This design comes from an exercise in tuning for a short achievable clock period and few clock cycles on the open sky130 flow, not from production work.
Only simulation tests tie the RTL to the original design; equivalence was not proved.
No activity file was given, so power comes from the tool's default toggle rates.

onyx:
==> flow/design.v (excerpt) <==
module mips(input         clk, reset,
            output [31:0] pc,
            input  [31:0] instr,
            output        memwrite,
            output [31:0] memaddr,
            output [31:0] memwritedata,
            input  [31:0] memreaddata);
Size in the first run: ~5300 cells after synthesis, ~1500 flip-flops, ~160 I/O pins, roughly 73000 µm² of cells after synthesis.
Settings: LEC_CHECK=0, ABC_CLOCK_PERIOD_IN_PS=2500, CAP_MARGIN=20, CORE_MARGIN=2, CORE_UTILIZATION=55, SETUP_SLACK_MARGIN=5, SLEW_MARGIN=20; clock period 9.0 ns.
standard.sh (not shown) runs the stock make flow with config.mk's settings and CLKGATE_MAP_FILE= SYNTH_SCRIPT=/design/flow/synth_recipe.tcl, a recipe that flattens the netlist after the stock synthesis.
==> flow/flow/run.sh <==
#!/bin/bash
set -euo pipefail
bash standard.sh \
  SETUP_SLACK_MARGIN=6.5 \
  "BUFFER_PORTS_ARGS=-buffer_cell sky130_fd_sc_hd__buf_4" \
  MATCH_CELL_FOOTPRINT=0 \
  finish > make_finish.log 2>&1
Testbench counts of onyx, summed over its fixed seeds: cycles 62,865.
Modified inputs, lagoon compared to onyx
==> flow/flow/run.sh <==
#!/bin/bash
set -euo pipefail
bash standard.sh \
  SETUP_SLACK_MARGIN=6.0 \
  "BUFFER_PORTS_ARGS=-buffer_cell sky130_fd_sc_hd__buf_4" \
  MATCH_CELL_FOOTPRINT=0 \
  finish > make_finish.log 2>&1
[summary]
Against onyx, lagoon comes in 3.6 points higher on register fraction of the total cell area. Ratio of cells with drive above 1 in the final layout came out lower on lagoon than on onyx. As of lagoon, total power had fallen by a few percent compared to onyx. Re via count of the first global-routing pass: lagoon is about 5% down on onyx. Summary of the comparison: maximum frequency is lower in lagoon, relative to onyx. Measured against onyx, the detailed-routed wire length on met3 of lagoon comes out at 0.843 times the reference value. From onyx to lagoon the numbers moved as follows: design area moved down; routed wire length down 22000 µm; number of vias per cell went down by about 1.3%. Re final critical-path required period: lagoon is 12 ps up on onyx.
--- input diff lagoon..raven ---
Settings: a change of CORE_UTILIZATION from 55 to 60.
==> flow/flow/run.sh <==
#!/bin/bash
set -euo pipefail
bash standard.sh \
  SETUP_SLACK_MARGIN=6.5 \
  "BUFFER_PORTS_ARGS=-buffer_cell sky130_fd_sc_hd__buf_4" \
  MATCH_CELL_FOOTPRINT=0 \
  finish > make_finish.log 2>&1
Summary — largest net degree at the start of global routing, raven relative to lagoon: lower, by 10.
Looking at lagoon and raven, the slack of the critical path is a wash.
Summary — number of clock buffer instances in the layout, raven relative to lagoon: lower, by 5.
Side by side, standard-cell row count turned out lower in raven than in lagoon.
Comparing the two runs side by side, raven comes out behind lagoon on total routed wirelength.
Per the comparison of raven with lagoon, share of cell area taken by muxes after synthesis essentially unchanged, total power after layout +0.00059 W.

========
rev 12:
Another version of the RTL of mips (not shown whole).
For scale: about 1400 flip-flops, ~160 I/O pins, ~71000 sq um of cells after synthesis.
export LEC_CHECK = 0
export ABC_CLOCK_PERIOD_IN_PS = 2500
export CAP_MARGIN = 20
export CORE_MARGIN = 2
export CORE_UTILIZATION = 70
export SETUP_SLACK_MARGIN = 5
export SLEW_MARGIN = 20
create_clock -name core_clock -period 9.0 [get_ports {clk}]
==> flow/flow/run.sh <==
#!/bin/bash
set -euo pipefail
bash standard.sh \
  SETUP_SLACK_MARGIN=6.5 \
  "BUFFER_PORTS_ARGS=-buffer_cell sky130_fd_sc_hd__buf_4" \
  MATCH_CELL_FOOTPRINT=0 \
  finish > make_finish.log 2>&1
As the logs show, rev 12 stopped at global routing after a tool error, so it never reached the end of the flow.
Testbench counts of rev 12, summed over its fixed seeds: cycles 62,865.
The inputs of rev 13 differ from those of rev 12 as listed below.
# rev 12
export LEC_CHECK = 0
export ABC_CLOCK_PERIOD_IN_PS = 2500
export CAP_MARGIN = 20
export CORE_MARGIN = 2
export CORE_UTILIZATION = 70
export SETUP_SLACK_MARGIN = 5
export SLEW_MARGIN = 20
create_clock -name core_clock -period 9.0 [get_ports {clk}]
# rev 13
export LEC_CHECK = 0
export ABC_CLOCK_PERIOD_IN_PS = 2500
export CAP_MARGIN = 20
export CORE_MARGIN = 2
export CORE_UTILIZATION = 55
export SETUP_SLACK_MARGIN = 5
export SLEW_MARGIN = 20
create_clock -name core_clock -period 9.0 [get_ports {clk}]
Results
Rev 13 | status: complete | timing, DRC, antenna: pass. Initial cell density of the core (lower): rev 13. Reported for rev 12 and rev 13, synthesized-area fraction occupied by ao, oa, aoi and oai cells turned out identical to the last digit. When the final numbers for rev 12 and rev 13 were put side by side, the clock buffer count from CTS turned out to be smaller in rev 12.

========
Another version of the RTL of mips (not shown whole).
Size in the first run: about 5300 cells after synthesis, ~1500 flip-flops, roughly 73000 um2 of cells after synthesis.
export LEC_CHECK = 0
export ABC_CLOCK_PERIOD_IN_PS = 2500
export CAP_MARGIN = 20
export CORE_MARGIN = 2
export CORE_UTILIZATION = 60
export SETUP_SLACK_MARGIN = 5
export SLEW_MARGIN = 20
create_clock -name core_clock -period 9.0 [get_ports {clk}]
Scripts as last shown in full above: flow/flow/run.sh
Testbench counts at the start, summed over its fixed seeds: cycles 62,109.
Next try:
Settings changed: CORE_UTILIZATION 60 to 55.
What happened: Now the flow ran to the end with violations: antenna rules. Power rises by about 0.56%. Die area rises by about 9%. Design area is about the same. Via count falls by about 1.8%. Synthesized cell count stays the same. Hold slack is about the same. Area after synthesis does not change. Wire length is about the same. Maximum frequency rises by about 1.1%. Global-route usage falls by 3.2 points. Flip-flop and latch count does not change.

## static timing again, ports no longer ideal
In the flow no input, the clock included, has a driving cell. The finished layouts below were timed again as built, in two steps.
Step 1 sets driving cells, clkbuf_16 on the clock port and buf_2 on the other inputs (assumed; they add their load-dependent delay and slew).
Step 2, shift: input delay + t, output delay - t, t = (earliest + latest rising clock arrival at the registers) / 2. This alone moves slack from input paths to output paths.
Slacks: no drivers / after step 1 / after step 2; pairs: no drivers / after step 1.
| run | t (ns) | setup WS [ns] | hold WS [ns] | worst setup path after step 2 | latest minus earliest clock arrival (ns) |
|---|---|---|---|---|---|
| onyx | 0.891 | 5.861 / 5.559 / 4.668 | 0.350 / 0.350 / 0.350 | input to register | 0.033 / 0.033 |
| lagoon | 0.879 | 5.849 / 5.593 / 4.714 | 0.350 / 0.350 / 0.350 | input to register | 0.029 / 0.029 |
| raven | 0.875 | 5.851 / 5.575 / 4.699 | 0.361 / 0.361 / 0.361 | input to register | 0.043 / 0.043 |
| rev 13 | 0.893 | 5.746 / 5.664 / 5.172 | 0.351 / 0.351 / 0.351 | input to register | 0.041 / 0.042 |
| the first run of note 3 | 0.895 | 5.760 / 5.559 / 4.665 | 0.352 / 0.352 / 0.352 | input to register | 0.053 / 0.053 |
| the second run of note 3 | 0.891 | 5.795 / 5.499 / 4.608 | 0.353 / 0.353 / 0.353 | input to register | 0.026 / 0.026 |
For onyx, which loses most, drivers alone change the setup slack by -0.302 ns; drivers and shift together by -1.193 ns.
